Context: an optimization exercise on an open-source flow, tuned for small area and a short achievable clock period. The choices shown serve that exercise and are no tape-out recipe.
No functional check of the RTL was part of any run shown here.
Power figures rest on the tool's default switching activity, not on a simulated workload.

File: flow/config.mk
export PLATFORM = sky130hd
export DESIGN_NAME = stopwatch_01
export DESIGN_NICKNAME = stopwatch_01
export VERILOG_FILES = /design/flow/design.v
export SDC_FILE = /design/flow/constraint.sdc
export NUM_CORES = 4
export LEC_CHECK = 0
export CAP_MARGIN = 20
export CORE_MARGIN = 2
export CORE_UTILIZATION = 40
export SLEW_MARGIN = 20
File: flow/constraint.sdc
create_clock -name core_clock -period 5.0 [get_ports {clk}]
set_input_delay 1.0000 -clock core_clock [delete_from_list [all_inputs] [get_ports {clk}]]
set_output_delay 1.0000 -clock core_clock [all_outputs]
set_load 0.01 [all_outputs]
File: flow/design.v
module stopwatch_01(clk,rst,key_reset,key_start_pasue,key_display_stop,hex0,hex1,hex2,hex3,hex4,hex5,hex6,hex7,led0,led1,led2,led3);
	input		clk,rst,key_reset,key_start_pasue,key_display_stop;
	output [6:0]	hex0,hex1,hex2,hex3,hex4,hex5,hex6,hex7;
	output	led0,led1,led2,led3;
	assign	led3 = 1'b0;
	reg	[1:0]	pre;
	wire	tick = pre[1];
	reg	[5:0]	hold_s, hold_d, hold_r;
	reg	start, freeze, cleared;
	reg	[3:0]	t0, t1, t2, t4, t6, t7;
	reg	[2:0]	t3, t5;
	reg	[3:0]	s0, s1, s2, s4, s6, s7;
	reg	[2:0]	s3, s5;
	wire	at50_s = hold_s[5] & hold_s[4] & hold_s[1];
	wire	at50_d = hold_d[5] & hold_d[4] & hold_d[1];
	wire	at50_r = hold_r[5] & hold_r[4] & hold_r[1];
	wire	push_s = tick & ~key_start_pasue;
	wire	push_d = tick & ~key_display_stop;
	wire	push_r = tick & ~key_reset;
	wire	fire_s = push_s & at50_s;
	wire	fire_d = push_d & at50_d;
	wire	fire_r = push_r & at50_r;
	wire	start_n  = start ^ fire_s;
	wire	freeze_n = freeze ^ fire_d;
	wire	clr = rst | fire_r;
	wire	n0 = t0[3] & t0[0];
	wire	n1 = t1[3] & t1[0];
	wire	n2 = t2[3] & t2[0];
	wire	n3 = t3[2] & t3[0];
	wire	n4 = t4[3] & t4[0];
	wire	n5 = t5[2] & t5[0];
	wire	n6 = t6[3] & t6[0];
	wire	c0 = tick & start_n;
	wire	c1 = c0 & n0;
	wire	c2 = c1 & n1;
	wire	c3 = c2 & n2;
	wire	c4 = c3 & n3;
	wire	c5 = c4 & n4;
	wire	c6 = c5 & n5;
	wire	c7 = c6 & n6;
	function [3:0] inc10;
		input [3:0] d;
		inc10 = {(d[3] & ~d[0]) | (d[2] & d[1] & d[0]), d[2] ^ (d[1] & d[0]), (d[1] ^ d[0]) & ~d[3], ~d[0]};
	endfunction
	function [2:0] inc6;
		input [2:0] d;
		inc6 = {(d[2] & ~d[0]) | (d[1] & d[0]), (d[1] ^ d[0]) & ~d[2], ~d[0]};
	endfunction
	wire	[3:0]	t0_n = clr ? 4'd0 : c0 ? inc10(t0) : t0;
	wire	[3:0]	t1_n = clr ? 4'd0 : c1 ? inc10(t1) : t1;
	wire	[3:0]	t2_n = clr ? 4'd0 : c2 ? inc10(t2) : t2;
	wire	[2:0]	t3_n = clr ? 3'd0 : c3 ? inc6(t3)  : t3;
	wire	[3:0]	t4_n = clr ? 4'd0 : c4 ? inc10(t4) : t4;
	wire	[2:0]	t5_n = clr ? 3'd0 : c5 ? inc6(t5)  : t5;
	wire	[3:0]	t6_n = clr ? 4'd0 : c6 ? inc10(t6) : t6;
	wire	[3:0]	t7_n = clr ? 4'd0 : c7 ? t7 + 4'd1 : t7;
	wire	load = clr | ~freeze_n;
	always @(posedge clk) begin
		pre[0] <= ~rst & ~pre[0] & ~pre[1];
		pre[1] <= ~rst & pre[0];
		hold_s <= rst ? 6'd0 : push_s ? (at50_s ? 6'd0 : hold_s + 6'd1) : hold_s;
		hold_d <= rst ? 6'd0 : push_d ? (at50_d ? 6'd0 : hold_d + 6'd1) : hold_d;
		hold_r <= rst ? 6'd0 : push_r ? (at50_r ? 6'd0 : hold_r + 6'd1) : hold_r;
		start   <= ~rst & start_n;
		freeze  <= ~rst & freeze_n;
		cleared <= ~rst & (cleared | fire_r);
		t0 <= t0_n; t1 <= t1_n; t2 <= t2_n; t3 <= t3_n;
		t4 <= t4_n; t5 <= t5_n; t6 <= t6_n; t7 <= t7_n;
		if (load) begin
			s0 <= t0_n; s1 <= t1_n; s2 <= t2_n; s3 <= t3_n;
			s4 <= t4_n; s5 <= t5_n; s6 <= t6_n; s7 <= t7_n;
		end
	end
	assign	led0 = start;
	assign	led1 = cleared;
	assign	led2 = freeze;
	seg10	u0(s0, hex0);
	seg10	u1(s1, hex1);
	seg10	u2(s2, hex2);
	seg10	u3({1'b0, s3}, hex3);
	seg10	u4(s4, hex4);
	seg10	u5({1'b0, s5}, hex5);
	seg10	u6(s6, hex6);
	sevenseg	u7(s7, hex7);
endmodule
module seg10(data, ledsegments);
	input	[3:0]	data;
	output	[6:0]	ledsegments;
	wire	b3 = data[3], b2 = data[2], b1 = data[1], b0 = data[0];
	wire	a = b3 | b1 | (b2 & b0) | (~b2 & ~b0);
	wire	b = ~b2 | (b1 & b0) | (~b1 & ~b0);
	wire	c = b2 | ~b1 | b0;
	wire	d = b3 | (~b2 & ~b0) | (b1 & ~b0) | (~b2 & b1) | (b2 & ~b1 & b0);
	wire	e = (~b2 & ~b0) | (b1 & ~b0);
	wire	f = b3 | (~b1 & ~b0) | (b2 & ~b1) | (b2 & ~b0);
	wire	g = b3 | (~b2 & b1) | (b2 & ~b1) | (b1 & ~b0);
	assign	ledsegments = ~{g, f, e, d, c, b, a};
endmodule
module sevenseg(data,ledsegments);
	input [3:0] data;
	output [6:0]ledsegments;
	reg[6:0] ledsegments;
	always@(*)
		case(data)
			0:ledsegments=7'b100_0000;
			1:ledsegments=7'b111_1001;
			2:ledsegments=7'b010_0100;
			3:ledsegments=7'b011_0000;
			4:ledsegments=7'b001_1001;
			5:ledsegments=7'b001_0010;
			6:ledsegments=7'b000_0010;
			7:ledsegments=7'b111_1000;
			8:ledsegments=7'b000_0000;
			9:ledsegments=7'b001_0000;
		default:ledsegments=7'b111_1111;
		endcase
endmodule
File: flow/run.sh
#!/bin/bash
# synth_recipe.tcl (not shown) runs the flow's synth.tcl, then flattens the netlist and writes it again
# the make line also repeats each setting of config.mk as NAME=value (left out here)
make -C /OpenROAD-flow-scripts/flow DESIGN_CONFIG=/design/flow/config.mk WORK_HOME=/design/flow/orfs CLKGATE_MAP_FILE= SYNTH_SCRIPT=/design/flow/synth_recipe.tcl finish
==> run notes, run 1 <==
* Placeable Area at 10400 µm²
* Chip Height at between 100 and 150 µm
* CP Data Arrival Time at between 3000 and 4000 ps
* Tmin final at ~3200 ps
* Drt total wl at just over 7000 µm
* Area grow syn2layout at 21.4%
* Placed wire-length estimate at between 5000 and 6000 µm
* Pwr dens at 248 nW/µm²
* Hold_ws at between 400 and 500 ps
* Initial antenna violation count at 0
* Die X at approximately 110 µm
* Final setup violation count at 0
* Post-CTS Setup Inserts at 0
* # diodes at 0
* Main combinational cell family by area after synthesis: simple AND/OR/NAND/NOR gates
* Static Leak at 0.00209 µW
* Yosys warns at 2
* Synth Area per Inst at roughly 10 µm²
* Post-synthesis sequential area ratio at about half
* Post-DRT Antenna Nets at 0
* Commonest non-fill, non-tap cell in the layout: clkdlybuf4s50_1
* Clk buf depth at 2
* Cts hold-fix bufs at 0
* RSZ-0062 raised after global routing: false
* Vias in the first global route at roughly 2900
* Setup WS post-layout at roughly 1800 ps
* Synth Area in Simple Gates at about 22%
* Sw Share at 21.6%
* Unique cell type count in the Yosys netlist at 46
* GRT Resource Usage Total at about 13%
* Mapped Area at approximately 4300 µm²
* Crit path kind: primary input to flop
* Fin. max-slew vios at 0
* Clk Latency, worst-skew pair at 360 ps
* CTS clock-pin slew for the worst setup and hold paths at around 80 ps
* Fmax at just over 0.3 GHz
* Drt first pass iters at 4
* Status: no timing/DRC/antenna violations
* Max cap viols at 0
* CTS tree: yes
* Most frequent cells in the layout: 63 x clkdlybuf4s50_1, 60 x nor2_1, 60 x dfxtp_1
* Post-place setup slack at about 1400 ps
* Net count, final at about 520
* I/O pin total at 65
* Part of the cycle the worst path needs at 64.3%
* CTS sink cnt at 90
* Via count at ~3100
* Synth Area in XOR/XNOR at under 10%
* Int Power at between 1000 and 1500 µW
* Part of the power in the clock network at 37.3%
* Initial DRC Count at 108
* Adder-Cell Fraction of Synth Area at 5.25%
* Cell Rows at 37
* Post-synth ARST share at 0%
* Seq pwr share at 59.1%
* Port buffer count at between 60 and 70
* CP endpoint kind: flop
* Placed insts at slightly above 600
* Post-DR wirelength/cell at approximately 11 µm
* Critical Path Fanout Max at 36
* Via density at roughly 4.9
* Starting Density at 41.3%
* Share of layout cells above drive strength 1 at under 10%
* Resized Gates After CTS at 0
* CTS root buffer: clkbuf_8
* CTS buffer count at 9
* CTS H-tree depth at 3
* WP data required at between 5000 and 6000 ps
* Total global routing overflow at 0
* Yosys reg bits at 90
* Psw at between 200 and 300 µW
* Hold Crit Class: flop to flop
* Peak supply drop at roughly 0.15 mV
* Synth Instances at 439
* Logic pwr share at under 10%
* Global-route wire length before repair at around 13000 µm
* Tightest Pin Transition at approximately 700 ps
* Post-synth EDFFs at 30
* Non-filler cells, final at roughly 640
* Post-Syn Nets at ~460
* Multiplexer area fraction after synthesis at under 10%
* Hold Fails Final Rpt at 0
* Slew headroom at roughly 54%
* Primary FF master, synth: dfxtp_1
* # DRC at 0
* Compound-gate portion of the synthesized area at just over 9%
* Gp weighted congestion at 0.760
* Die ar. at approximately 12000 µm²
* Worst Skew at roughly 12 ps
* Final setup TNS at 0 ps
* Largest net degree at the start of global routing at 37
* CP Launch Type: primary input
## per-stage QoR
step	power [µW]	area [µm²]	util [%]
final	1290	5200	50.2
after global routing	1340	5200	50.2
after CTS	1300	5200	50.2
after detailed placement	826	5010	48.3
after global placement	825	5010	48.3
after floorplan	808	4290	-
## kinds of logic (layout without fill, tap and decap cells)
family,count (synthesis),in the layout
AND/OR/NAND/NOR,180,180
flip-flops,90,90
AO/OA/AOI/OAI,66,66
XOR/XNOR,38,38
buffers and inverters,33,97
adder cells (fa/ha/maj),18,18
multiplexers,13,13
other,1,1
## worst max-delay path: stages
cell             delay [ps]
clkdlybuf4s50_1         450
nor2b_1                 100
and4_1                  260
or2_2                   560
a211oi_2                370
inv_1                   140
ha_1                    290
inv_1                    50
o21a_1                  170
a21oi_1                 100
## synth_stat cells, types with 3 or more instances
cell | count | area (µm²)
a21o_1 | 13 | 97.6
a21oi_1 | 38 | 190
and2_1 | 9 | 56.3
and3_1 | 3 | 18.8
and4_1 | 4 | 35.0
buf_4 | 4 | 30.0
clkbuf_1 | 9 | 33.8
dfxtp_1 | 60 | 1200
edfxtp_1 | 30 | 901
ha_1 | 18 | 225
inv_1 | 16 | 60.1
mux2i_1 | 11 | 110
nand2_1 | 31 | 116
nand2b_1 | 16 | 100
nand3_1 | 10 | 50.1
nand3b_1 | 4 | 30.0
nand4_1 | 11 | 68.8
nor2_1 | 60 | 225
nor2b_1 | 8 | 50.1
nor3_1 | 6 | 30.0
o21a_1 | 5 | 37.5
o21ai_0 | 4 | 20.0
or2_2 | 7 | 43.8
xnor2_1 | 18 | 158
xor2_1 | 20 | 175
## sequential cells by signal (all words and copies together), names as in the netlist, 4 cells and up
name and flops:
hex7 7, hold_d 6, hold_r 6, hold_s 6
s0 4, s1 4, s2 4, s4 4
s6 4, s7 4, t0 4, t1 4
t2 4, t4 4, t6 4, t7 4
## power groups by stage
stage | Clock [µW] | Sequential (µW) | Combinational (µW)
2_1_floorplan | 0 | 777 | 31.0
3_3_place_gp | 0 | 778 | 46.7
3_5_place_dp | 0 | 779 | 47.7
4_1_cts | 493 | 761 | 47.8
5_1_grt | 525 | 762 | 53.2
6_report | 481 | 761 | 46.9
## area by class of cell
type / count / area, µm²
clock buffer: 9 / 124
clock inverter: 7 / 67.6
fill: 991 / 5170
inverter: 16 / 60.1
multi-input combinational: 316 / 2030
sequential: 90 / 2100
tap: 136 / 170
timing repair buffer: 65 / 646
## final timing paths
check	startpoint	end	slack (ps)	depth (start not counted)
max reg2reg	pre[1]$_DFF_P_	hex7[3]$_DFF_P_	2370	9
min	pre[0]$_DFF_P_	pre[0]$_DFF_P_	410	1
min reg2reg	pre[0]$_DFF_P_	pre[0]$_DFF_P_	410	1
max	key_reset	hex7[1]$_DFF_P_	1780	10
## per-layer routing
metal  routed length (µm)  global-route usage (%)  vias to the layer above
met5                    0                       0                        -
met4                  141                    6.32                        0
met3                  281                    2.30                       11
met1                 3480                    17.2                     1437
met2                 3330                    22.2                       49
li1                     -                       -                     1610
==> run 2, diff against run 1 <==
--- a/flow/design.v
+++ b/flow/design.v
@@ -98,20 +98,9 @@
 endmodule
 module sevenseg(data,ledsegments);
-	input [3:0] data;
-	output [6:0]ledsegments;
-	reg[6:0] ledsegments;
-	always@(*)
-		case(data)
-			0:ledsegments=7'b100_0000;
-			1:ledsegments=7'b111_1001;
-			2:ledsegments=7'b010_0100;
-			3:ledsegments=7'b011_0000;
-			4:ledsegments=7'b001_1001;
-			5:ledsegments=7'b001_0010;
-			6:ledsegments=7'b000_0010;
-			7:ledsegments=7'b111_1000;
-			8:ledsegments=7'b000_0000;
-			9:ledsegments=7'b001_0000;
-		default:ledsegments=7'b111_1111;
-		endcase
+	input	[3:0]	data;
+	output	[6:0]	ledsegments;
+	localparam	[111:0]	TABLE = {7'b111_1111, 7'b111_1111, 7'b111_1111, 7'b111_1111, 7'b111_1111, 7'b111_1111,
+				7'b001_0000, 7'b000_0000, 7'b111_1000, 7'b000_0010, 7'b001_0010,
+				7'b001_1001, 7'b011_0000, 7'b010_0100, 7'b111_1001, 7'b100_0000};
+	assign	ledsegments = TABLE[data*7 +: 7];
 endmodule
==> run 2 against run 1 <==
Still clean on timing, DRC and antenna. Sequential power is 7.1% lower. Hold slack worse by 0.99 ps. Setup slack better by 110 ps. Power is 7.2% lower. Global-route usage is 1.7 points higher. Sequential share of layout area is 2.0 points lower. Area after synthesis is 2.4% lower. Die area is 2.3% lower. Final cell count is 1.7% higher. Maximum frequency is 3.4% higher. Final area is 1.7% lower. Clock power is 8.3% lower. Critical path type is now flop to primary output. Critical endpoint is now hex7[3].
==> run notes, run 2 <==
* Part of the power in the clock network at 36.9% (was 37.3%)
* Pwr dens at 234 nW/µm² (was 248 nW/µm²)
* WP data required at 4000 ps (was 5280 ps)
* Synth area leader: dfxtp_1 (unchanged)
* Final setup violation count at 0 (unchanged)
* Die X at 106 µm (was 108 µm)
* Clk buf depth at 2 (unchanged)
* Largest net degree at the start of global routing at 31 (was 37)
* Post-synthesis sequential area ratio at 46.9% (was 49.0%)
* CTS H-tree depth at 3 (unchanged)
* Via count at 3268 (was 3107)
* Slowest cell on crit path: clkdlybuf4s50_1 (was or2_2)
* Seq pwr share at 59.1% (about the same)
* Gp weighted congestion at 0.779 (was 0.760)
* Peak supply drop at 0.135 mV (was 0.145 mV)
* Commonest non-fill, non-tap cell in the layout: clkdlybuf4s50_1 (unchanged)
* Drt total wl at 8140 µm (was 7230 µm)
* Post-CTS Setup Inserts at 0 (unchanged)
* Post-synth ARST share at 0% (unchanged)
* Unique cell type count in the Yosys netlist at 39 (was 46)
* Post-Syn Nets at 473 (was 462)
* Clk Latency, worst-skew pair at 340 ps (was 360 ps)
* Count leader, synth: dfxtp_1
* Static Leak at 0.00199 µW (was 0.00209 µW)
* Top flop regs: hold_d (6), hold_r (6), hold_s (6)
* CTS root buffer: clkbuf_8 (unchanged)
* CTS clock-pin slew for the worst setup and hold paths at 70 ps (was 80 ps)
* Cell Rows at 37 (unchanged)
* Crit-path cells: inv_1, ha_1, or2_2, a21oi_1, a31oi_1, clkdlybuf4s50_1 (was clkdlybuf4s50_1, nor2b_1, and4_1, or2_2, a211oi_2, inv_1, ha_1, inv_1, o21a_1, a21oi_1)
* Logic pwr share at 4.0% (was 3.6%)
* Sw Share at 20.4% (was 21.6%)
* Synth Area per Inst at 9.30 µm² (was 9.76 µm²)
* Fillers at 984 (was 991)
* Cts hold-fix bufs at 0 (unchanged)
* Post-synth EDFFs at 30 (unchanged)
* Synth Instances at 450 (was 439)
* Hold Fails Final Rpt at 0 (unchanged)
* Net count, final at 532 (was 521)
* GRT Resource Usage Total at 15.2% (was 13.5%)
* Vias in the first global route at 3059 (was 2888)
* Worst Skew at 7.20 ps (was 11.7 ps)
* # DRC at 0 (unchanged)
* I/O pin total at 65 (unchanged)
* Post-DRT Antenna Nets at 0 (unchanged)
* CTS sink cnt at 83 (was 90)
* Via density at 5.03 (was 4.86)
* Area grow syn2layout at 22.2% (was 21.4%)
* Port buffer count at 63 (unchanged)
* Total global routing overflow at 0 (unchanged)
* Slew headroom at 35.7% (was 53.7%)
* CTS tree: yes (unchanged)
* Hold Crit Class: flop to flop (unchanged)
* Initial DRC Count at 167 (was 108)
* Synth top area share at 25.4% (was 28.0%)
* Most frequent cells in the layout: 63 x clkdlybuf4s50_1, 53 x dfxtp_1, 42 x a21oi_1 (was 63 x clkdlybuf4s50_1, 60 x nor2_1, 60 x dfxtp_1)
* Part of the cycle the worst path needs at 62.2% (was 64.3%)
* Synth top area cells: dfxtp_1 25%, edfxtp_1 22%, ha_1 5.4% (was dfxtp_1 28%, edfxtp_1 21%, ha_1 5.3%)
* Resized Gates After CTS at 0 (unchanged)
* Mapped Area at 4180 µm² (was 4290 µm²)
* Initial antenna violation count at 0 (unchanged)
* Final setup TNS at 0 ps (unchanged)
* RSZ-0062 raised after global routing: false (unchanged)
* Drt first pass iters at 5 (was 4)
* Chip Height at 106 µm (was 108 µm)
* Max cap viols at 0 (unchanged)
* # diodes at 0 (unchanged)
* Die ar. at 11300 µm² (was 11600 µm²)
* CP Launch Type: flop (was primary input)
* Post-synth top cells: 53 x dfxtp_1, 42 x a21oi_1, 40 x nand2_1, 39 x nor2_1, 30 x edfxtp_1 (was 60 x dfxtp_1, 60 x nor2_1, 38 x a21oi_1, 31 x nand2_1, 30 x edfxtp_1)
* Global-route wire length before repair at 14000 µm (was 12700 µm)
* Tightest Pin Transition at 964 ps (was 694 ps)
* Primary FF master, synth: dfxtp_1 (unchanged)
* CP Data Arrival Time at 2110 ps (was 3500 ps)
* Slowest stage delay, CP at 510 ps (was 560 ps)
* Yosys warns at 1 (was 2)
* Post-DR wirelength/cell at 12.5 µm (was 11.3 µm)
* Fin. max-slew vios at 0 (unchanged)
* Placeable Area at 10200 µm² (was 10400 µm²)
* Yosys reg bits at 83 (was 90)
* Total power at 1200 µW (was 1290 µW)
* Status: no timing/DRC/antenna violations (unchanged)
* Int Power at 952 µW (was 1010 µW)
* Tmin final at 3110 ps (was 3220 ps)
* Placed wire-length estimate at 5720 µm (was 5360 µm)
* CP endpoint kind: primary output (was flop)
* Share of layout cells above drive strength 1 at 4.47% (was 6.76%)
* Fmax at 0.322 GHz (was 0.311 GHz)
* Psw at 244 µW (was 279 µW)
* Critical Path Fanout Max at 5 (was 36)
* CTS buffer count at 9 (unchanged)
* Crit path kind: flop to primary output (was primary input to flop)
* Starting Density at 40.9% (was 41.3%)
==> run 2: changes by cell type in the layout (fill, tap and decap cells not counted), sizes merged, moves of 5 or more <==
cell,before,now
dfxtp,60,53
nand2,32,40
nand4,12,17
nor2,61,39
o21ai,5,15
o31ai,0,10
or4,0,5
xnor2,18,11
xor2,20,12
==> run 2: worst paths after layout <==
kind,start,endpoint,slack (ps),cells after the start
worst max-delay path,s7[1]$_DFFE_PP_,hex7[3],1890,6
worst min-delay path,pre[0]$_DFF_P_,pre[0]$_DFF_P_,410,1
worst max register to register,hold_s[4]$_SDFFE_PP0N_,s2[2]$_DFFE_PP_,2920,5
worst min register to register,pre[0]$_DFF_P_,pre[0]$_DFF_P_,410,1
==> run 2: logic make-up (layout without fill, tap and decap cells) <==
kind of cell               after synthesis  in the layout  synth area share [%]
xor gates and xnor gates                23             23                  4.81
other                                    1              1                0.0896
and+or+nand+nor                        187            187                  23.5
buffers and inverters                   35             99                  3.50
adders and majority gates               18             18                  5.38
muxes                                   14             14                  3.38
AOI/OAI and AO/OA                       89             89                  12.4
DFF                                     83             83                  46.9
==> run 2: area by class of cell <==
type / count / area, µm² / share of cell area, %
inverter: 17 / 63.8 / 1.25
sequential: 83 / 1960 / 38.4
tap: 136 / 170 / 3.33
timing repair buffer: 66 / 653 / 12.8
clock buffer: 12 / 135 / 2.64
clock inverter: 4 / 42.5 / 0.832
multi-input combinational: 332 / 2090 / 40.8
==> run 2: metal layers <==
layer	track usage, %	wire length (µm)	vias to the layer above
met2	25.5	3800	53
met4	4.32	65	0
met1	19.4	3970	1500
met5	0	0	-
met3	3.74	296	10
li1	-	-	1705
==> run 2: worst max-delay path: cells and delay by family (launching register included) <==
kind	cells	cell delay [ps]
adders and majority gates	1	180
and+or+nand+nor	1	260
DFF	1	420
buffers and inverters	2	630
AOI/OAI and AO/OA	2	280
==> run 2: power by group through the flow <==
stage	Clock, µW	Combinational (µW)	Sequential [µW]
detailed placement	0	48.5	722
global route	484	53.2	707
global placement	0	47.5	722
finish	441	47.8	707
CTS	457	48.5	706
floorplan	0	30.5	720
==> run 2: metrics by stage <==
step | instances | area, µm² | setup WS [ps] | hold WS, ps | utilization (%)
floorplan | 450 | 4180 | 2180 | 383 | -
global placement | 634 | 4930 | 1500 | 391 | 48.2
detailed placement | 634 | 4940 | 1860 | 396 | 48.3
CTS | 650 | 5110 | 1880 | 409 | 50.0
global route | 650 | 5110 | 1740 | 425 | 50.0
finish | 650 | 5110 | 1890 | 406 | 50.0
==> run 3, diff against run 2 <==
==> flow/flow/run.sh (new file) <==
#!/bin/bash
# Standard ORFS layout, with the port buffers inserted as small buf_1 cells
# instead of the default pick. All tool output goes to flow_make.log.
set -euo pipefail
cat >> config.mk <<'MK'
export BUFFER_PORTS_ARGS = -buffer_cell sky130_fd_sc_hd__buf_1
MK
bash standard.sh > flow_make.log 2>&1
==> flow/standard.sh (new file) <==
#!/bin/bash
# synth_recipe.tcl (not shown) runs the flow's synth.tcl, then flattens the netlist and writes it again
# the make line also repeats each setting of config.mk as NAME=value (left out here)
make -C /OpenROAD-flow-scripts/flow DESIGN_CONFIG=/design/flow/config.mk WORK_HOME=/design/flow/orfs CLKGATE_MAP_FILE= SYNTH_SCRIPT=/design/flow/synth_recipe.tcl "${@:-finish}"
--- a/flow/config.mk
+++ b/flow/config.mk
@@ -10,2 +10,3 @@
 export CORE_UTILIZATION = 40
 export SLEW_MARGIN = 20
+export BUFFER_PORTS_ARGS = -buffer_cell sky130_fd_sc_hd__buf_1
removed: flow/run.sh
==> run 3 against run 2 <==
Combinational power decreased by 18%. Area after synthesis unchanged. Power increased by 0.31%. Still clean.
==> run notes, run 3 <==
* Part of the power in the clock network at 37.9% (was 36.9%)
* Total global routing overflow at 0 (unchanged)
* Placed insts at 634 (unchanged)
* Placed wire-length estimate at 5580 µm (was 5720 µm)
* Share of layout cells above drive strength 1 at 4.86% (was 4.47%)
* Cts hold-fix bufs at 0 (unchanged)
* Cell Rows at 37 (unchanged)
* CTS buffer count at 9 (unchanged)
* Most frequent cells in the layout: 63 x buf_1, 53 x dfxtp_1, 42 x a21oi_1 (was 63 x clkdlybuf4s50_1, 53 x dfxtp_1, 42 x a21oi_1)
* Initial antenna violation count at 0 (unchanged)
* Status: no timing/DRC/antenna violations (unchanged)
* Vias in the first global route at 2957 (was 3059)
* Clk Latency, worst-skew pair at 350 ps (was 340 ps)
* Die ar. at 11300 µm² (unchanged)
* CP Launch Type: flop (unchanged)
* CTS root buffer: clkbuf_8 (unchanged)
* Initial DRC Count at 178 (was 167)
* Synth Instances at 450 (unchanged)
* Post-place setup slack at 2350 ps (was 1860 ps)
* Die X at 106 µm (unchanged)
* Port buffer count at 63 (unchanged)
* Via count at 3339 (was 3268)
* WP data required at 4000 ps (about the same)
* Post-synth ARST share at 0% (unchanged)
* Logic pwr share at 3.3% (was 4.0%)
* Via density at 5.14 (was 5.03)
* Resized Gates After CTS at 0 (unchanged)
* Post-CTS Setup Inserts at 0 (unchanged)
* GRT Resource Usage Total at 14.1% (was 15.2%)
* CTS sink cnt at 83 (unchanged)
* Top flop regs: hold_d (6), hold_r (6), hold_s (6) (unchanged)
* Clk buf depth at 2 (unchanged)
* Tightest Pin Transition at 921 ps (was 964 ps)
* Sw Share at 21.3% (was 20.4%)
* Post-DR wirelength/cell at 12.4 µm (was 12.5 µm)
* Count leader, synth: dfxtp_1 (unchanged)
* Slowest cell on crit path: edfxtp_1 (was clkdlybuf4s50_1)
* Global-route wire length before repair at 13100 µm (was 14000 µm)
* Post-synth EDFFs at 30 (unchanged)
* Final setup violation count at 0 (unchanged)
* Int Power at 944 µW (was 952 µW)
* Crit-path cells: inv_1, ha_1, or2_2, a21oi_1, a31oi_1, buf_1 (was inv_1, ha_1, or2_2, a21oi_1, a31oi_1, clkdlybuf4s50_1)
* Worst Skew at 10.5 ps (was 7.20 ps)
* Final Core Density at 46.1% (was 50.0%)
* Synth area leader: dfxtp_1 (unchanged)
* Fillers at 978 (was 984)
* CP Data Arrival Time at 1740 ps (was 2110 ps)
* I/O pin total at 65 (unchanged)
* Mapped Area at 4180 µm² (unchanged)
* # diodes at 0 (unchanged)
* Post-Syn Nets at 473 (unchanged)
* Setup WS post-layout at 2260 ps (was 1890 ps)
* Post-synthesis sequential area ratio at 46.9% (unchanged)
* Area grow syn2layout at 12.8% (was 22.2%)
* Hold Fails Final Rpt at 0 (unchanged)
* CP endpoint kind: primary output (unchanged)
* Drt total wl at 8060 µm (was 8140 µm)
* Pwr dens at 254 nW/µm² (was 234 nW/µm²)
* Part of the cycle the worst path needs at 54.7% (was 62.2%)
* Static Leak at 0.00184 µW (was 0.00199 µW)
* Non-filler cells, final at 650 (unchanged)
* Slowest stage delay, CP at 420 ps (was 510 ps)
* Tmin final at 2740 ps (was 3110 ps)
* Synth top area share at 25.4% (unchanged)
* Final setup TNS at 0 ps (unchanged)
* Net count, final at 532 (unchanged)
* Drt first pass iters at 5 (unchanged)
* CTS H-tree depth at 3 (unchanged)
* Synth top area cells: dfxtp_1 25%, edfxtp_1 22%, ha_1 5.4% (unchanged)
* Post-DRT Antenna Nets at 0 (unchanged)
* Starting Density at 40.9% (unchanged)
* CTS clock-pin slew for the worst setup and hold paths at 80 ps (was 70 ps)
* Total power at 1200 µW (about the same)
* Synth Area per Inst at 9.30 µm² (unchanged)
* Psw at 255 µW (was 244 µW)
* Slew headroom at 38.6% (was 35.7%)
* Unique cell type count in the Yosys netlist at 39 (unchanged)
* Crit path kind: flop to primary output (unchanged)
* Fin. max-slew vios at 0 (unchanged)
* Yosys warns at 1 (unchanged)
* Chip Height at 106 µm (unchanged)
* Largest net degree at the start of global routing at 31 (unchanged)
* Critical Path Fanout Max at 5 (unchanged)
* Peak supply drop at 0.173 mV (was 0.135 mV)
* Max cap viols at 0 (unchanged)
* Hold Crit Class: flop to flop (unchanged)
* Post-synth top cells: 53 x dfxtp_1, 42 x a21oi_1, 40 x nand2_1, 39 x nor2_1, 30 x edfxtp_1 (unchanged)
* Commonest non-fill, non-tap cell in the layout: buf_1 (was clkdlybuf4s50_1)
* Gp weighted congestion at 0.794 (was 0.779)
* CTS tree: yes (unchanged)
* Yosys reg bits at 83 (unchanged)
* Seq pwr share at 58.9% (was 59.1%)
* # DRC at 0 (unchanged)
* Primary FF master, synth: dfxtp_1 (unchanged)
* Fmax at 0.365 GHz (was 0.322 GHz)
* RSZ-0062 raised after global routing: false (unchanged)
* Placeable Area at 10200 µm² (unchanged)
-- run 3: worst paths after layout --
path	startpoint	endpoint	slack [ps]	cells after the start
setup / recovery	s7[1]$_DFFE_PP_	hex7[3]	2260	6
hold / removal	pre[0]$_DFF_P_	pre[0]$_DFF_P_	400	1
setup reg to reg	t0[0]$_DFF_P_	s4[2]$_DFFE_PP_	2920	4
hold reg to reg	pre[0]$_DFF_P_	pre[0]$_DFF_P_	400	1
-- run 3: metrics by stage --
| step | cell area, µm² | hold WS [ps] |
|---|---|---|
| final | 4720 | 405 |
| after detailed placement | 4530 | 393 |
| after global routing | 4720 | 422 |
| after CTS | 4720 | 405 |
| after global placement | 4530 | 391 |
| after floorplan | 4180 | 383 |
-- run 3: logic make-up (layout without fill, tap and decap cells) --
logic type | Yosys count | in the layout | share of synthesized area [%]
AOI/OAI and AO/OA | 89 | 89 | 12.4
xor gates and xnor gates | 23 | 23 | 4.81
adders and majority gates | 18 | 18 | 5.38
buffers and inverters | 35 | 99 | 3.50
DFF | 83 | 83 | 46.9
muxes | 14 | 14 | 3.38
other | 1 | 1 | 0.0896
and+or+nand+nor | 187 | 187 | 23.5
-- run 3: layer usage --
layer / vias to the layer above / share of wire, % / track usage [%]
li1: 1707 / - / -
met1: 1574 / 47 / 17.6
met2: 54 / 48 / 23.5
met3: 4 / 4.1 / 4.11
met4: 0 / 0.56 / 4.51
met5: - / 0 / 0
-- run 3: worst max-delay path, delay by kind of cell (launching register included) --
| kind | cells | cell delay [ps] |
|---|---|---|
| AO/OA/AOI/OAI | 2 | 250 |
| adder cells (fa/ha/maj) | 1 | 180 |
| buffers and inverters | 2 | 260 |
| flip-flops | 1 | 420 |
| AND/OR/NAND/NOR | 1 | 270 |
-- run 3: final cells by class --
type / instances / area, µm² / area share [%]
Sequential cell: 83 / 1960 / 41.6
Inverter: 17 / 63.8 / 1.35
Clock inverter: 5 / 53.8 / 1.14
Timing Repair Buffer: 66 / 259 / 5.49
Multi-Input combinational cell: 332 / 2080 / 44.1
Tap cell: 136 / 170 / 3.61
Clock buffer: 11 / 131 / 2.78
-- run 3: power by group through the flow --
stage | Combinational [µW] | Sequential [µW] | Clock (µW)
floorplan | 30.5 | 720 | 0
global placement | 38.2 | 721 | 0
detailed placement | 39.4 | 722 | 0
CTS | 39.7 | 706 | 467
global route | 44.6 | 707 | 494
finish | 39.1 | 706 | 454
==> run 4, diff against run 3 <==
--- a/flow/config.mk
+++ b/flow/config.mk
@@ -6,7 +6,8 @@
 export NUM_CORES = 4
 export LEC_CHECK = 0
+export ABC_AREA = 1
 export CAP_MARGIN = 20
 export CORE_MARGIN = 2
-export CORE_UTILIZATION = 40
+export CORE_UTILIZATION = 70
 export SLEW_MARGIN = 20
 export BUFFER_PORTS_ARGS = -buffer_cell sky130_fd_sc_hd__buf_1
==> run 4 against run 3 <==
Still clean. Global-route usage is 12 points higher. Combinational power is 46% lower. Sequential power is 0.8% lower. Critical path type unchanged. Largest cell class is now sequential cells. Largest power group unchanged. Highest routed layer unchanged.
==> run notes, run 4 <==
* Tightest Pin Transition at 739 ps (was 921 ps)
* Synth Area per Inst at 8.11 µm² (was 9.30 µm²)
* Part of the cycle the worst path needs at 54.7% (about the same)
* I/O pin total at 65 (unchanged)
* Chip Height at 80.7 µm (was 106 µm)
* Most frequent cells in the layout: 90 x inv_1, 71 x nand2_1, 63 x buf_1 (was 63 x buf_1, 53 x dfxtp_1, 42 x a21oi_1)
* Synth top area share at 25.8% (was 25.4%)
* Hold Fails Final Rpt at 0 (unchanged)
* CTS sink cnt at 83 (unchanged)
* Post-Syn Nets at 531 (was 473)
* Placeable Area at 5610 µm² (was 10200 µm²)
* Count leader, synth: inv_1 (was dfxtp_1)
* CTS root buffer: clkbuf_8 (unchanged)
* Yosys reg bits at 83 (unchanged)
* Slowest cell on crit path: o21ai_0 (was edfxtp_1)
* Max cap viols at 0 (unchanged)
* Largest net degree at the start of global routing at 31 (unchanged)
* Crit-path cells: o21ai_0, o21ai_0, buf_1 (was inv_1, ha_1, or2_2, a21oi_1, a31oi_1, buf_1)
* Post-synth ARST share at 0% (unchanged)
* Peak supply drop at 0.264 mV (was 0.173 mV)
* Fillers at 352 (was 978)
* Slew headroom at 50.6% (was 38.6%)
* GRT Resource Usage Total at 25.6% (was 14.1%)
* Global-route wire length before repair at 13100 µm (unchanged)
* Net count, final at 600 (was 532)
* Synth area leader: dfxtp_1 (unchanged)
* Via count at 3525 (was 3339)
* Top flop regs: hold_d (6), hold_r (6), hold_s (6) (unchanged)
* Fmax at 0.366 GHz (was 0.365 GHz)
* WP data required at 4000 ps (about the same)
* Primary FF master, synth: dfxtp_1 (unchanged)
* Placed wire-length estimate at 5490 µm (was 5580 µm)
* Yosys warns at 1 (unchanged)
* CP endpoint kind: primary output (unchanged)
* Post-CTS Setup Inserts at 0 (unchanged)
* Unique cell type count in the Yosys netlist at 33 (was 39)
* Sequential Area at 1960 µm² (unchanged)
* Gp weighted congestion at 0.785 (was 0.794)
* RSZ-0062 raised after global routing: false (unchanged)
* CTS tree: yes (unchanged)
* Fin. max-slew vios at 0 (unchanged)
* Share of layout cells above drive strength 1 at 4.81% (was 4.86%)
* Post-synth EDFFs at 30 (unchanged)
* Port buffer count at 63 (unchanged)
* Hold Crit Class: flop to flop (unchanged)
* Die ar. at 6510 µm² (was 11300 µm²)
* Status: no timing/DRC/antenna violations (unchanged)
* CP Launch Type: flop (unchanged)
* Initial antenna violation count at 0 (unchanged)
* Pwr dens at 264 nW/µm² (was 254 nW/µm²)
* Cell repeated most along the worst path: o21ai_0
* Crit path kind: flop to primary output (unchanged)
* Cts hold-fix bufs at 0 (unchanged)
* Final setup violation count at 0 (unchanged)
* Die X at 80.7 µm (was 106 µm)
* CTS H-tree depth at 3 (unchanged)
* Post-DR wirelength/cell at 12.0 µm (was 12.4 µm)
* Starting Density at 73.4% (was 40.9%)
* CP Data Arrival Time at 1730 ps (was 1740 ps)
* Synth top area cells: dfxtp_1 26%, edfxtp_1 22%, inv_1 8.2% (was dfxtp_1 25%, edfxtp_1 22%, ha_1 5.4%)
* Post-synthesis sequential area ratio at 47.6% (was 46.9%)
* Drt first pass iters at 4 (was 5)
* Final setup TNS at 0 ps (unchanged)
* Mapped Area at 4120 µm² (was 4180 µm²)
* Via density at 5.39 (was 5.14)
* Clk buf depth at 2 (unchanged)
* Final Core Density at 82.5% (was 46.1%)
* CTS buffer count at 9 (unchanged)
* Total global routing overflow at 0 (unchanged)
* Critical Path Fanout Max at 8 (was 5)
* Commonest non-fill, non-tap cell in the layout: inv_1 (was buf_1)
* Initial DRC Count at 255 (was 178)
* Static Leak at 0.00193 µW (was 0.00184 µW)
* Resized Gates After CTS at 0 (unchanged)
* Post-DRT Antenna Nets at 0 (unchanged)
* Clk Latency, worst-skew pair at 340 ps (was 350 ps)
* Synth Instances at 508 (was 450)
* Slowest stage delay, CP at 530 ps (was 420 ps)
* Tmin final at 2730 ps (was 2740 ps)
* # DRC at 0 (unchanged)
* Area of the multi-input gates at 1790 µm² (was 2080 µm²)
* Cell Rows at 27 (was 37)
* # diodes at 0 (unchanged)
* Post-synth top cells: 90 x inv_1, 71 x nand2_1, 61 x nor2_1, 53 x dfxtp_1, 48 x a21oi_1 (was 53 x dfxtp_1, 42 x a21oi_1, 40 x nand2_1, 39 x nor2_1, 30 x edfxtp_1)
* Drt total wl at 7860 µm (was 8060 µm)
* Area grow syn2layout at 12.3% (was 12.8%)
* Vias in the first global route at 3112 (was 2957)
* Worst Skew at 6.77 ps (was 10.5 ps)
* CTS clock-pin slew for the worst setup and hold paths at 80 ps (about the same)
[run 4: critical path: cells and delay by family, from the launching register on]
family	cells	cell delay, ps
AO/OA/AOI/OAI	2	720
flip-flops	1	510
buffers and inverters	1	170
[run 4: final timing paths]
kind | startpoint | end | slack [ps] | cells past startpoint
hold / removal | pre[0]$_DFF_P_ | pre[0]$_DFF_P_ | 420 | 1
hold reg to reg | pre[0]$_DFF_P_ | pre[0]$_DFF_P_ | 420 | 1
setup reg to reg | pre[1]$_DFF_P_ | s4[0]$_DFFE_PP_ | 2450 | 7
setup / recovery | s7[2]$_DFFE_PP_ | hex7[0] | 2270 | 3
[run 4: logic make-up after synthesis]
family | Yosys count | synth area share, %
xor+xnor | 3 | 0.638
fa+ha+maj | 18 | 5.47
compound gates | 108 | 14.5
other cells | 1 | 0.0910
flops | 83 | 47.6
buf+inv | 96 | 9.02
simple gates | 199 | 22.7
[run 4: cell type report]
class,instances,area share [%]
inverters,90,7.30
clock buffers,9,2.68
repair buffers,64,5.27
clock inverters,7,1.79
flip-flops and latches,83,42.4
multi-input cells,329,38.6
well taps,72,1.95
[run 4: per-layer routing]
metal / track usage [%] / share of wire, % / vias to the layer above
met5: 0 / 0 / -
met4: 11.7 / 1.7 / 0
met3: 3.71 / 4.0 / 14
met2: 43.9 / 46 / 87
met1: 32.2 / 48 / 1592
li1: - / - / 1832
[run 4: power breakdown]
group	switching, µW	leakage, µW	internal (µW)	total [µW]
Sequential	3.38	0.000798	697	700
Combinational	15.5	0.00103	5.83	21.3
Clock	225	0.000108	275	500
Total	244	0.00193	978	1220
[run 4: metrics by stage]
| step | instance area (µm²) | std cells | setup WS (ps) | hold WS (ps) | power [µW] |
|---|---|---|---|---|---|
| after floorplan | 4120 | 508 | 2530 | 390 | 732 |
| after global placement | 4420 | 638 | 2030 | 399 | 737 |
| after detailed placement | 4420 | 638 | 1960 | 405 | 738 |
| after CTS | 4630 | 654 | 2220 | 421 | 1230 |
| after global routing | 4630 | 654 | 2030 | 439 | 1250 |
| final | 4630 | 654 | 2270 | 418 | 1220 |
==> run 5, diff against run 4 <==
--- a/flow/config.mk
+++ b/flow/config.mk
@@ -10,4 +10,5 @@
 export CORE_MARGIN = 2
 export CORE_UTILIZATION = 70
+export SETUP_SLACK_MARGIN = 3.0
 export SLEW_MARGIN = 20
 export BUFFER_PORTS_ARGS = -buffer_cell sky130_fd_sc_hd__buf_1
==> run 5 against run 4 <==
The flow now stops in clock tree synthesis. Synthesized cell count is the same. Area after synthesis did not move.
==> run notes, run 5 <==
* Unique cell type count in the Yosys netlist at 33 (unchanged)
* Cell Rows at 27 (unchanged)
* Clk buf depth at 2 (unchanged)
* Post-synth EDFFs at 30 (unchanged)
* Tool error: [ERROR DPL-0038] Utilization greater than 100%, impossible to legalize
* Yosys reg bits at 83 (unchanged)
* Mapped Area at 4120 µm² (unchanged)
* CTS root buffer: clkbuf_8 (unchanged)
* Resized Gates After CTS at 199 (was 0)
* Status: stopped before the end (was no timing/DRC/antenna violations)
* Last stage reached: clock tree synthesis
* Synth Area per Inst at 8.11 µm² (unchanged)
* Cts hold-fix bufs at 0 (unchanged)
* Synth area leader: dfxtp_1 (unchanged)
* Placed insts at 637 (was 638)
* Post-synth top cells: 90 x inv_1, 71 x nand2_1, 61 x nor2_1, 53 x dfxtp_1, 48 x a21oi_1 (unchanged)
* Port buffer count at 63 (unchanged)
* Die X at 80.7 µm (unchanged)
* Starting Density at 73.4% (unchanged)
* CTS H-tree depth at 3 (unchanged)
* Synth top area share at 25.8% (unchanged)
* CTS sink cnt at 83 (unchanged)
* Gp weighted congestion at 0.833 (was 0.785)
* CTS buffer count at 9 (unchanged)
* Post-synth ARST share at 0% (unchanged)
* Synth top area cells: dfxtp_1 26%, edfxtp_1 22%, inv_1 8.2% (unchanged)
* I/O pin total at 65 (unchanged)
* Chip Height at 80.7 µm (unchanged)
* Post-Syn Nets at 531 (unchanged)
* Count leader, synth: inv_1 (unchanged)
* Post-CTS Setup Inserts at 55 (was 0)
* Placed wire-length estimate at 5570 µm (was 5490 µm)
* Primary FF master, synth: dfxtp_1 (unchanged)
* Synth Instances at 508 (unchanged)
* Yosys warns at 1 (unchanged)
* Post-synthesis sequential area ratio at 47.6% (unchanged)
[run 5: worst max path at each step]
| stage | from | endpoint | slack (ps) | cells past startpoint |
|---|---|---|---|---|
| after floorplan | key_start_pasue | s7[0]$_DFFE_PP_ | 2650 | 11 |
| after detailed placement | key_reset | s5[0]$_DFFE_PP_ | 2130 | 7 |
| after global placement | key_reset | s5[0]$_DFFE_PP_ | 2190 | 7 |
[run 5: power groups by stage]
stage	Clock, µW	Sequential, µW	Combinational (µW)
floorplan	0	716	19.5
global placement	0	716	23.2
detailed placement	0	716	24.3
[run 5: cell families after synthesis]
kind of cell,Yosys count,synth area share (%)
buffers and inverters,96,9.02
adders and majority gates,18,5.47
other,1,0.0910
DFF,83,47.6
xor gates and xnor gates,3,0.638
AOI/OAI and AO/OA,108,14.5
and+or+nand+nor,199,22.7
[run 5: stage by stage]
step | instance area [µm²] | worst slack, ps | power [µW] | hold WS [ps] | utilization, %
detailed placement | 4470 | 2130 | 741 | 405 | 79.7
global placement | 4470 | 2190 | 739 | 398 | 79.7
floorplan | 4190 | 2650 | 735 | 390 | -
==> run 6, diff against run 5 <==
--- a/flow/design.v
+++ b/flow/design.v
@@ -100,7 +100,7 @@
 	input	[3:0]	data;
 	output	[6:0]	ledsegments;
-	localparam	[111:0]	TABLE = {7'b111_1111, 7'b111_1111, 7'b111_1111, 7'b111_1111, 7'b111_1111, 7'b111_1111,
-				7'b001_0000, 7'b000_0000, 7'b111_1000, 7'b000_0010, 7'b001_0010,
-				7'b001_1001, 7'b011_0000, 7'b010_0100, 7'b111_1001, 7'b100_0000};
-	assign	ledsegments = TABLE[data*7 +: 7];
+	wire	[6:0]	lit;
+	seg10	u(data, lit);
+	wire	blank = data[3] & (data[2] | data[1]);
+	assign	ledsegments = lit | {7{blank}};
 endmodule
--- a/flow/config.mk
+++ b/flow/config.mk
@@ -9,6 +9,5 @@
 export CAP_MARGIN = 20
 export CORE_MARGIN = 2
-export CORE_UTILIZATION = 70
-export SETUP_SLACK_MARGIN = 3.0
+export CORE_UTILIZATION = 50
 export SLEW_MARGIN = 20
 export BUFFER_PORTS_ARGS = -buffer_cell sky130_fd_sc_hd__buf_1
==> run 6 against run 5 <==
The run now finishes clean. Area after synthesis fell by 2.3%. Synthesized cell count decreased by 2.4%.
==> run notes, run 6 <==
* Status: no timing/DRC/antenna violations (was stopped before the end)
* Post-synth EDFFs at 30 (unchanged)
* Synth top area share at 26.4% (was 25.8%)
* Starting Density at 51.8% (was 73.4%)
* I/O pin total at 65 (unchanged)
* Slew headroom at roughly half
* Post-synth top cells: 83 x inv_1, 72 x nand2_1, 63 x nor2_1, 53 x dfxtp_1, 51 x a21oi_1 (was 90 x inv_1, 71 x nand2_1, 61 x nor2_1, 53 x dfxtp_1, 48 x a21oi_1)
* Top delay family on crit path: simple AND/OR/NAND/NOR gates
* Fillers at 740
* Synth Instances at 496 (was 508)
* CP endpoint kind: flop
* Post-DRT Antenna Nets at 0
* Synth area leader: dfxtp_1 (unchanged)
* Placeable Area at 7770 µm²
* Area of the multi-input gates at 1720 µm²
* Cell Rows at 32 (was 27)
* Synth Area per Inst at 8.11 µm² (about the same)
* CTS root buffer: clkbuf_8 (unchanged)
* Chip Height at 93.7 µm (was 80.7 µm)
* Initial DRC Count at about 140
* # DRC at 0
* Primary FF master, synth: dfxtp_1 (unchanged)
* RSZ-0062 raised after global routing: false
* Gp weighted congestion at 0.800 (was 0.833)
* CTS H-tree depth at 3 (unchanged)
* Buf/Inv on CP at 2
* Drt total wl at around 7500 µm
* Net count, final at 584
* Die ar. at around 8800 µm²
* Static Leak at about 0.0019 µW
* Tmin final at approximately 2700 ps
* Final setup violation count at 0
* CTS clock-pin slew for the worst setup and hold paths at about 80 ps
* Largest net degree at the start of global routing at 31
* Post-synthesis sequential area ratio at 48.8% (was 47.6%)
* Max cap viols at 0
* Share of layout cells above drive strength 1 at 3.85%
* Mapped Area at 4020 µm² (was 4120 µm²)
* Final setup TNS at 0 ps
* Drt first pass iters at 4
* Vias in the first global route at 2990
* Cts hold-fix bufs at 0 (unchanged)
* Fmax at 0.373 GHz
* Commonest non-fill, non-tap cell in the layout: inv_1
* Hold Crit Class: flop to flop
* Pwr dens at ~270 nW/µm²
* Part of the cycle the worst path needs at 53.6%
* Critical Path Fanout Max at 21
* Area grow syn2layout at 13.7%
* CP Data Arrival Time at around 2800 ps
* Yosys warns at 1 (unchanged)
* Post-DR wirelength/cell at 11.1 µm
* Most frequent cells in the layout: 83 x inv_1, 72 x nand2_1, 63 x nor2_1, 63 x buf_1, 53 x dfxtp_1
* CTS sink cnt at 83 (unchanged)
* Clk buf depth at 2 (unchanged)
* Count leader, synth: inv_1 (unchanged)
* Slowest cell on crit path: nand2_1
* Port buffer count at 63 (unchanged)
* Placed wire-length estimate at 5450 µm (was 5570 µm)
* CP Launch Type: primary input
* # diodes at 0
* GRT Resource Usage Total at 17.9%
* Initial antenna violation count at 0
* Slowest stage delay, CP at between 500 and 600 ps
* Total global routing overflow at 0
* CTS tree: yes
* Top flop regs: hold_d (6), hold_r (6), hold_s (6)
* Post-synth ARST share at 0% (unchanged)
* Via count at 3338
* Crit path kind: primary input to flop
* Crit-path cells: buf_1, nor2_1, nand4_1, nand2_1, inv_1, o21ai_0, a21oi_1
* Via density at approximately 5
* Setup WS post-layout at about 2300 ps
* Post-place setup slack at 1940 ps (was 2130 ps)
* Tightest Pin Transition at ~740 ps
* Die X at 93.7 µm (was 80.7 µm)
* Synth top area cells: dfxtp_1 26%, edfxtp_1 22%, inv_1 7.7% (was dfxtp_1 26%, edfxtp_1 22%, inv_1 8.2%)
* CTS buffer count at 9 (unchanged)
* Hold Fails Final Rpt at 0
* Fin. max-slew vios at 0
* R2R setup slack at roughly 2500 ps
* Unique cell type count in the Yosys netlist at 32 (was 33)
* Global-route wire length before repair at between 10000 and 15000 µm
* Resized Gates After CTS at 0 (was 199)
* Peak supply drop at 0.168 mV
* WP data required at roughly 5000 ps
* Post-Syn Nets at 514 (was 531)
* Post-CTS Setup Inserts at 0 (was 55)
* Yosys reg bits at 83 (unchanged)
* Sequential Area at slightly below 2000 µm²
* Worst Skew at roughly 8.9 ps
* Clk Latency, worst-skew pair at between 300 and 400 ps
-- run 6: area by class of cell --
class                      instances  share of cell area [%]
timing repair buffer              64                    5.33
clock inverter                     4                    1.64
clock buffer                      12                    2.95
sequential                        83                    42.9
inverter                          83                    6.81
multi-input combinational        325                    37.6
tap                              102                    2.79
-- run 6: cells by family (layout without fill, tap and decap cells) --
logic type | count (synthesis) | count (layout) | synth area share, %
compound gates | 107 | 107 | 14.6
fa+ha+maj | 13 | 13 | 4.04
xor+xnor | 6 | 6 | 1.31
other cells | 1 | 1 | 0.0932
flops | 83 | 83 | 48.8
simple gates | 198 | 198 | 22.7
buf+inv | 88 | 163 | 8.49
-- run 6: metrics by stage --
| stage | hold WS [ps] | instance area [µm²] | power [µW] | instances | utilization [%] |
|---|---|---|---|---|---|
| floorplan | 390 | 4020 | 731 | 496 | - |
| global placement | 403 | 4360 | 737 | 657 | 56.2 |
| detailed placement | 421 | 4360 | 737 | 657 | 56.2 |
| CTS | 426 | 4570 | 1250 | 673 | 58.9 |
| global route | 445 | 4570 | 1280 | 673 | 58.9 |
| finish | 427 | 4570 | 1230 | 673 | 58.9 |
-- run 6: worst paths after layout --
kind	start	to	depth (start not counted)
max	key_reset	s4[0]$_DFFE_PP_	7
min	pre[0]$_DFF_P_	pre[0]$_DFF_P_	1
max reg2reg	pre[1]$_DFF_P_	s4[0]$_DFFE_PP_	7
min reg2reg	pre[0]$_DFF_P_	pre[0]$_DFF_P_	1
-- run 6: metal layers --
| metal | wire, µm | vias to the layer above | track usage (%) | share of wire, % |
|---|---|---|---|---|
| met2 | 3730 | 53 | 31.3 | 50 |
| met1 | 3460 | 1487 | 22.4 | 46 |
| met3 | 267 | 4 | 2.73 | 3.6 |
| li1 | - | 1794 | - | - |
| met5 | 0 | - | 0 | 0 |
| met4 | 45 | 0 | 6.52 | 0.60 |
-- run 6: power breakdown --
group          total [µW]  switching, µW  leakage (µW)  internal, µW
registers             700           3.23      0.000798           697
logic                20.8           15.1      0.000966          5.72
clock network         514            232     0.0000968           282
==> run 7, diff against run 6 <==
--- a/flow/config.mk
+++ b/flow/config.mk
@@ -10,4 +10,7 @@
 export CORE_MARGIN = 2
 export CORE_UTILIZATION = 50
+export CTS_BUF_LIST = sky130_fd_sc_hd__clkbuf_16
+export CTS_CLUSTER_DIAMETER = 500
+export CTS_CLUSTER_SIZE = 100
 export SLEW_MARGIN = 20
 export BUFFER_PORTS_ARGS = -buffer_cell sky130_fd_sc_hd__buf_1
==> run 7 against run 6 <==
Still clean on timing, DRC and antenna. Hold slack got worse by 5.0 ps. Routed wire length down 0.43%. Clock skew fell by 1.2 ps. Final cell count stayed put. Global-route usage is 0.17 points higher. Via count rose by 0.78%. First-iteration DRC count up 13%. Register-to-register slack improved by 20 ps. Area after synthesis did not move. Sequential power about the same. Critical endpoint is now s5[0]$_DFFE_PP_. Largest power group unchanged.
==> run notes, run 7 <==
* Final Core Density at 60.2% (was 58.9%)
* Gp weighted congestion at 0.800 (unchanged)
* Fmax at 0.372 GHz (was 0.373 GHz)
* Total global routing overflow at 0 (unchanged)
* Clk Latency, worst-skew pair at 320 ps (was 340 ps)
* Yosys warns at 1 (unchanged)
* # DRC at 0 (unchanged)
* Via count at 3364 (was 3338)
* Post-place setup slack at 1940 ps (unchanged)
* Tmin final at 2690 ps (was 2680 ps)
* CTS H-tree depth at 3 (unchanged)
* WL met1 at 3430 µm (was 3460 µm)
* Hold Crit Class: flop to flop (unchanged)
* CTS clock-pin slew for the worst setup and hold paths at 60 ps (was 80 ps)
* Post-DR wirelength/cell at 11.1 µm (about the same)
* # diodes at 0 (unchanged)
* Synth top area cells: dfxtp_1 26%, edfxtp_1 22%, inv_1 7.7% (unchanged)
* Status: no timing/DRC/antenna violations (unchanged)
* Max cap viols at 0 (unchanged)
* Final setup TNS at 0 ps (unchanged)
* Post-synth ARST share at 0% (unchanged)
* CTS sink cnt at 83 (unchanged)
* Primary FF master, synth: dfxtp_1 (unchanged)
* Mapped Area at 4020 µm² (unchanged)
* Post-synth EDFFs at 30 (unchanged)
* Most frequent cells in the layout: 86 x inv_1, 72 x nand2_1, 63 x nor2_1, 63 x buf_1, 53 x dfxtp_1 (was 83 x inv_1, 72 x nand2_1, 63 x nor2_1, 63 x buf_1, 53 x dfxtp_1)
* Crit path kind: primary input to flop (unchanged)
* Post-DRT Antenna Nets at 0 (unchanged)
* Vias in the first global route at 2992 (was 2990)
* Drt total wl at 7470 µm (was 7500 µm)
* Chip Height at 93.7 µm (unchanged)
* Part of the cycle the worst path needs at 53.8% (was 53.6%)
* Cell Rows at 32 (unchanged)
* Synth Area in XOR/XNOR at 1.31% (unchanged)
* CP Data Arrival Time at 2750 ps (was 2770 ps)
* CTS buffer count at 9 (unchanged)
* Count leader, synth: inv_1 (unchanged)
* Top Metal Used: met4 (unchanged)
* CP endpoint kind: flop (unchanged)
* Placed wire-length estimate at 5450 µm (unchanged)
* Slowest cell on crit path: nand2_1 (unchanged)
* Compound-gate portion of the synthesized area at 14.6% (unchanged)
* Share of layout cells above drive strength 1 at 3.85% (unchanged)
* Peak supply drop at 0.212 mV (was 0.168 mV)
* Placeable Area at 7770 µm² (unchanged)
* Fin. max-slew vios at 0 (unchanged)
* Top flop regs: hold_d (6), hold_r (6), hold_s (6) (unchanged)
* Wire length on met3 at 247 µm (was 267 µm)
* Clk buf depth at 2 (unchanged)
* Initial DRC Count at 159 (was 141)
* Worst Skew at 7.69 ps (was 8.86 ps)
* Post-synthesis sequential area ratio at 48.8% (unchanged)
* Drt first pass iters at 4 (unchanged)
* Synth top area share at 26.4% (unchanged)
* CTS root buffer: clkbuf_16 (was clkbuf_8)
* Synth Area per Inst at 8.11 µm² (unchanged)
* I/O pin total at 65 (unchanged)
* Die ar. at 8780 µm² (unchanged)
* Resized Gates After CTS at 0 (unchanged)
* Synth Instances at 496 (unchanged)
* Final setup violation count at 0 (unchanged)
* Main combinational cell family by area after synthesis: simple AND/OR/NAND/NOR gates (unchanged)
* DR WL met2 at 3770 µm (was 3730 µm)
* Post-route cell area at 4680 µm² (was 4570 µm²)
* Crit-path cells: buf_1, nor2_1, nand4_1, nand2_1, inv_1, o21ai_0, a21oi_1 (unchanged)
* Slowest stage delay, CP at 580 ps (was 590 ps)
* Slew headroom at 51.2% (was 50.7%)
* Initial antenna violation count at 0 (unchanged)
* Critical Path Fanout Max at 21 (unchanged)
* Setup WS post-layout at 2310 ps (was 2320 ps)
* Pwr dens at 300 nW/µm² (was 270 nW/µm²)
* Unique cell type count in the Yosys netlist at 32 (unchanged)
* Die X at 93.7 µm (unchanged)
* Post-synth top cells: 83 x inv_1, 72 x nand2_1, 63 x nor2_1, 53 x dfxtp_1, 51 x a21oi_1 (unchanged)
* Tightest Pin Transition at 731 ps (was 738 ps)
* Largest net degree at the start of global routing at 31 (unchanged)
* Adder-Cell Fraction of Synth Area at 4.04% (unchanged)
* CP Launch Type: primary input (unchanged)
* Multiplexer area fraction after synthesis at 0% (unchanged)
* Port buffer count at 63 (unchanged)
* Hold Fails Final Rpt at 0 (unchanged)
* Static Leak at 0.00192 µW (was 0.00186 µW)
* Post-CTS Setup Inserts at 0 (unchanged)
* Cts hold-fix bufs at 0 (unchanged)
* Total power at 1400 µW (was 1230 µW)
* Area grow syn2layout at 16.2% (was 13.7%)
* Net count, final at 584 (unchanged)
* Post-Syn Nets at 514 (unchanged)
* Global-route wire length before repair at 12800 µm (was 12700 µm)
* GRT Resource Usage Total at 18.1% (was 17.9%)
* Placed Area at 4360 µm² (unchanged)
* Synth area leader: dfxtp_1 (unchanged)
* Commonest non-fill, non-tap cell in the layout: inv_1 (unchanged)
* Via density at 5.00 (was 4.96)
* Starting Density at 51.8% (unchanged)
* Synth Area in Simple Gates at 22.7% (unchanged)
* RSZ-0062 raised after global routing: false (unchanged)
* CTS tree: yes (unchanged)
* Yosys reg bits at 83 (unchanged)
* WP data required at 5060 ps (was 5090 ps)
[run 7: changes by cell type in the layout (fill, tap and decap cells not counted), sizes merged]
cell,previous run,this run
clkbuf,12,9
inv,83,86
[run 7: cell type report]
| class | instances | area, µm² |
|---|---|---|
| clock buffers | 9 | 225 |
| clock inverters | 7 | 86.3 |
| well taps | 102 | 128 |
| inverters | 83 | 312 |
| flip-flops and latches | 83 | 1960 |
| fillers | 727 | 3090 |
| repair buffers | 64 | 244 |
| multi-input cells | 325 | 1720 |
[run 7: worst paths after layout]
kind	from	to	slack, ps	cells after the start
worst max register to register	pre[1]$_DFF_P_	s5[0]$_DFFE_PP_	2490	7
worst max-delay path	key_reset	s5[0]$_DFFE_PP_	2310	7
worst min-delay path	pre[0]$_DFF_P_	pre[1]$_DFF_P_	420	2
worst min register to register	pre[0]$_DFF_P_	pre[1]$_DFF_P_	420	2
[run 7: kinds of logic (layout without fill, tap and decap cells)]
logic type / count (synthesis) / count (layout)
AOI/OAI and AO/OA: 107 / 107
xor gates and xnor gates: 6 / 6
adders and majority gates: 13 / 13
buffers and inverters: 88 / 163
DFF: 83 / 83
other: 1 / 1
and+or+nand+nor: 198 / 198
[run 7: power by group]
group / internal, µW / leakage, µW / total [µW] / switching [µW]
registers: 698 / 0.000798 / 701 / 3.24
clock network: 432 / 0.000155 / 682 / 250
logic: 5.71 / 0.000966 / 20.8 / 15.1
[run 7: through the flow]
| step | cells | hold slack [ps] |
|---|---|---|
| floorplan | 496 | 390 |
| global placement | 657 | 403 |
| detailed placement | 657 | 421 |
| CTS | 673 | 424 |
| global route | 673 | 442 |
| finish | 673 | 422 |
[run 7: critical path: cells and delay by family]
kind	cells	cell delay, ps
AND/OR/NAND/NOR	3	970
buffers and inverters	2	520
AO/OA/AOI/OAI	2	240
[run 7: layer usage]
metal	vias up	track usage (%)
met5	-	0
met4	0	6.88
met3	2	2.97
met2	57	31.6
met1	1505	22.3
li1	1800	-
==> run 8, diff against run 7 <==
--- a/flow/config.mk
+++ b/flow/config.mk
@@ -9,8 +9,6 @@
 export CAP_MARGIN = 20
 export CORE_MARGIN = 2
-export CORE_UTILIZATION = 50
-export CTS_BUF_LIST = sky130_fd_sc_hd__clkbuf_16
-export CTS_CLUSTER_DIAMETER = 500
-export CTS_CLUSTER_SIZE = 100
+export CORE_UTILIZATION = 45
+export SETUP_SLACK_MARGIN = 2.7
 export SLEW_MARGIN = 20
 export BUFFER_PORTS_ARGS = -buffer_cell sky130_fd_sc_hd__buf_1
==> run 8 against run 7 <==
Largest cell class is now multi-input combinational cells. Power decreased by 15%. Setup slack improved by 160 ps. Critical path depth decreased by 2. Combinational power increased by 41%. Still clean.
==> run notes, run 8 <==
* CTS buffer count at 9 (unchanged)
* Fmax at 0.396 GHz (was 0.372 GHz)
* Worst Skew at 7.89 ps (was 7.69 ps)
* Fin. max-slew vios at 0 (unchanged)
* Seq pwr share at 58.7% (was 50.0%)
* Placed wire-length estimate at 5320 µm (was 5450 µm)
* Tmin final at 2530 ps (was 2690 ps)
* # DRC at 0 (unchanged)
* CTS H-tree depth at 3 (unchanged)
* Top flop regs: hold_d (6), hold_r (6), hold_s (6) (unchanged)
* Part of the power in the clock network at 38.8% (was 48.6%)
* Slowest cell on crit path: edfxtp_1 (was nand2_1)
* Area of the multi-input gates at 2150 µm² (was 1720 µm²)
* Initial DRC Count at 113 (was 159)
* Int Power at 938 µW (was 1140 µW)
* Buf/Inv on CP at 3 (was 2)
* Total global routing overflow at 0 (unchanged)
* Static Leak at 0.00242 µW (was 0.00192 µW)
* Die X at 98.5 µm (was 93.7 µm)
* Final setup TNS at 0 ps (unchanged)
* Synth top area cells: dfxtp_1 26%, edfxtp_1 22%, inv_1 7.7% (unchanged)
* Psw at 255 µW (was 268 µW)
* Slowest stage delay, CP at 490 ps (was 580 ps)
* Count leader, synth: inv_1 (unchanged)
* Crit-path cells: inv_2, buf_6, o211ai_1, a21oi_1, buf_2 (was buf_1, nor2_1, nand4_1, nand2_1, inv_1, o21ai_0, a21oi_1)
* Drt total wl at 9220 µm (was 7470 µm)
* Post-place setup slack at 1840 ps (was 1940 ps)
* I/O pin total at 65 (unchanged)
* CP Data Arrival Time at 1530 ps (was 2750 ps)
* Share of layout cells above drive strength 1 at 36.7% (was 3.85%)
* Max cap viols at 0 (unchanged)
* # diodes at 0 (unchanged)
* Post-synth EDFFs at 30 (unchanged)
* Top delay family on crit path: flip-flops (was simple AND/OR/NAND/NOR gates)
* Commonest non-fill, non-tap cell in the layout: nand2_1 (was inv_1)
* Drt first pass iters at 4 (unchanged)
* CP Launch Type: flop (was primary input)
* Post-Syn Nets at 514 (unchanged)
* Post-DRT Antenna Nets at 0 (unchanged)
* RSZ-0062 raised after global routing: true (was false)
* Placeable Area at 8680 µm² (was 7770 µm²)
* Hold Crit Class: flop to flop (unchanged)
* Net count, final at 640 (was 584)
* Placed Area at 4410 µm² (was 4360 µm²)
* Yosys warns at 1 (unchanged)
* CTS clock-pin slew for the worst setup and hold paths at 80 ps (was 60 ps)
* Cts hold-fix bufs at 0 (unchanged)
* Status: no timing/DRC/antenna violations (unchanged)
* Logic pwr share at 2.5% (was 1.5%)
* Post-route cell area at 5590 µm² (was 4680 µm²)
* Critical Path Fanout Max at 4 (was 21)
* Pwr dens at 214 nW/µm² (was 300 nW/µm²)
* Gp weighted congestion at 0.836 (was 0.800)
* Port buffer count at 63 (unchanged)
* Post-DR wirelength/cell at 12.5 µm (was 11.1 µm)
* Largest net degree at the start of global routing at 31 (unchanged)
* CP endpoint kind: primary output (was flop)
* CTS root buffer: clkbuf_8 (was clkbuf_16)
* Final setup violation count at 0 (unchanged)
* Part of the cycle the worst path needs at 50.5% (was 53.8%)
* Mapped Area at 4020 µm² (unchanged)
* Synth top area share at 26.4% (unchanged)
* Unique cell type count in the Yosys netlist at 32 (unchanged)
* Post-synth ARST share at 0% (unchanged)
* Crit path kind: flop to primary output (was primary input to flop)
* Cell Rows at 34 (was 32)
* Synth Area per Inst at 8.11 µm² (unchanged)
* Sequential Area at 1960 µm² (about the same)
* Clk Latency, worst-skew pair at 340 ps (was 320 ps)
* Global-route wire length before repair at 14200 µm (was 12800 µm)
* WP data required at 4000 ps (was 5060 ps)
-- run 8: cell types whose count changed in the layout (fill, tap and decap cells not counted), moves of 14 or more --
cell / previous run / this run
inv_2: 0 / 22
buf_6: 0 / 18
nor2_1: 63 / 49
inv_1: 86 / 57
buf_2: 0 / 45
a21oi_1: 51 / 36
buf_1: 63 / 14
a21oi_2: 0 / 15
o21ai_0: 37 / 15
buf_4: 1 / 37
-- run 8: kinds of logic (layout without fill, tap and decap cells) --
| logic type | after synthesis | in the layout | share of synthesized area [%] |
|---|---|---|---|
| AO/OA/AOI/OAI | 107 | 107 | 14.6 |
| XOR/XNOR | 6 | 6 | 1.31 |
| adder cells (fa/ha/maj) | 13 | 13 | 4.04 |
| buffers and inverters | 88 | 218 | 8.49 |
| flip-flops | 83 | 83 | 48.8 |
| other | 1 | 1 | 0.0932 |
| AND/OR/NAND/NOR | 198 | 199 | 22.7 |
-- run 8: final timing paths --
path | start | endpoint | slack, ps | cells past startpoint
worst min-delay path | pre[0]$_DFF_P_ | pre[0]$_DFF_P_ | 420 | 1
worst max-delay path | s0[1]$_DFFE_PP_ | hex0[0] | 2470 | 5
worst max register to register | pre[1]$_DFF_P_ | s4[0]$_DFFE_PP_ | 2960 | 8
worst min register to register | pre[0]$_DFF_P_ | pre[0]$_DFF_P_ | 420 | 1
-- run 8: timing repair --
item / in CTS / in global routing
endpoints found under the setup margin: 92 / 127
gates resized for setup: 130 / 90
setup buffers: 38 / 18
pin swaps: 32 / 32
gates cloned: 0 / 1
-- run 8: area by class of cell --
cell class,count,share of cell area [%]
flip-flops and latches,83,35.1
multi-input cells,326,38.4
clock buffers,10,2.28
repair buffers,119,14.6
clock inverters,6,1.19
inverters,83,6.02
well taps,108,2.42
-- run 8: metal layers --
metal  global-route usage (%)  vias up  wire [µm]
met4                     6.43        0         80
li1                         -     1917          -
met3                     2.62        6        272
met1                     21.5     1739       4120
met5                        0        -          0
met2                     31.3       53       4750
-- run 8: stage by stage --
stage	instances	total power [µW]
after floorplan	496	734
after global placement	662	740
after detailed placement	662	740
after CTS	716	1200
after global routing	735	1230
final	735	1190
-- run 8: power groups by stage --
| stage | sequential [µW] | clock [µW] | combinational [µW] |
|---|---|---|---|
| after floorplan | 716 | 0 | 17.9 |
| after global placement | 717 | 0 | 23.5 |
| after detailed placement | 717 | 0 | 23.9 |
| after CTS | 701 | 478 | 24.5 |
| after global routing | 702 | 500 | 33.2 |
| final | 701 | 463 | 29.3 |

## port drivers added, routing unchanged
No port has a modelled driver above. Below, the same layouts with a new extraction and two added sets of constraints. Step 1: set_driving_cell puts a clkbuf_16 on clk and a buf_2 on each other input, an assumption about the parent block. Step 2 times the ports against the registers' clock, not the clock port: input delays grow and output delays shrink by t, the midpoint of the rising clock arrivals with the driver on. Three values: ideal, step 1, step 2; two values: the first two.
run	shift t [ns]	setup WS [ns]
run 1	0.380	1.783 / 1.783 / 1.404
run 2	0.367	1.890 / 1.860 / 1.840
run 3	0.372	2.263 / 2.232 / 2.352
run 4	0.369	2.265 / 2.236 / 1.979
run 6	0.367	2.321 / 2.328 / 1.961
run 7	0.352	2.312 / 2.323 / 1.971
run 8	0.370	2.473 / 2.440 / 2.417
After both steps setup and hold are still met in every run listed.
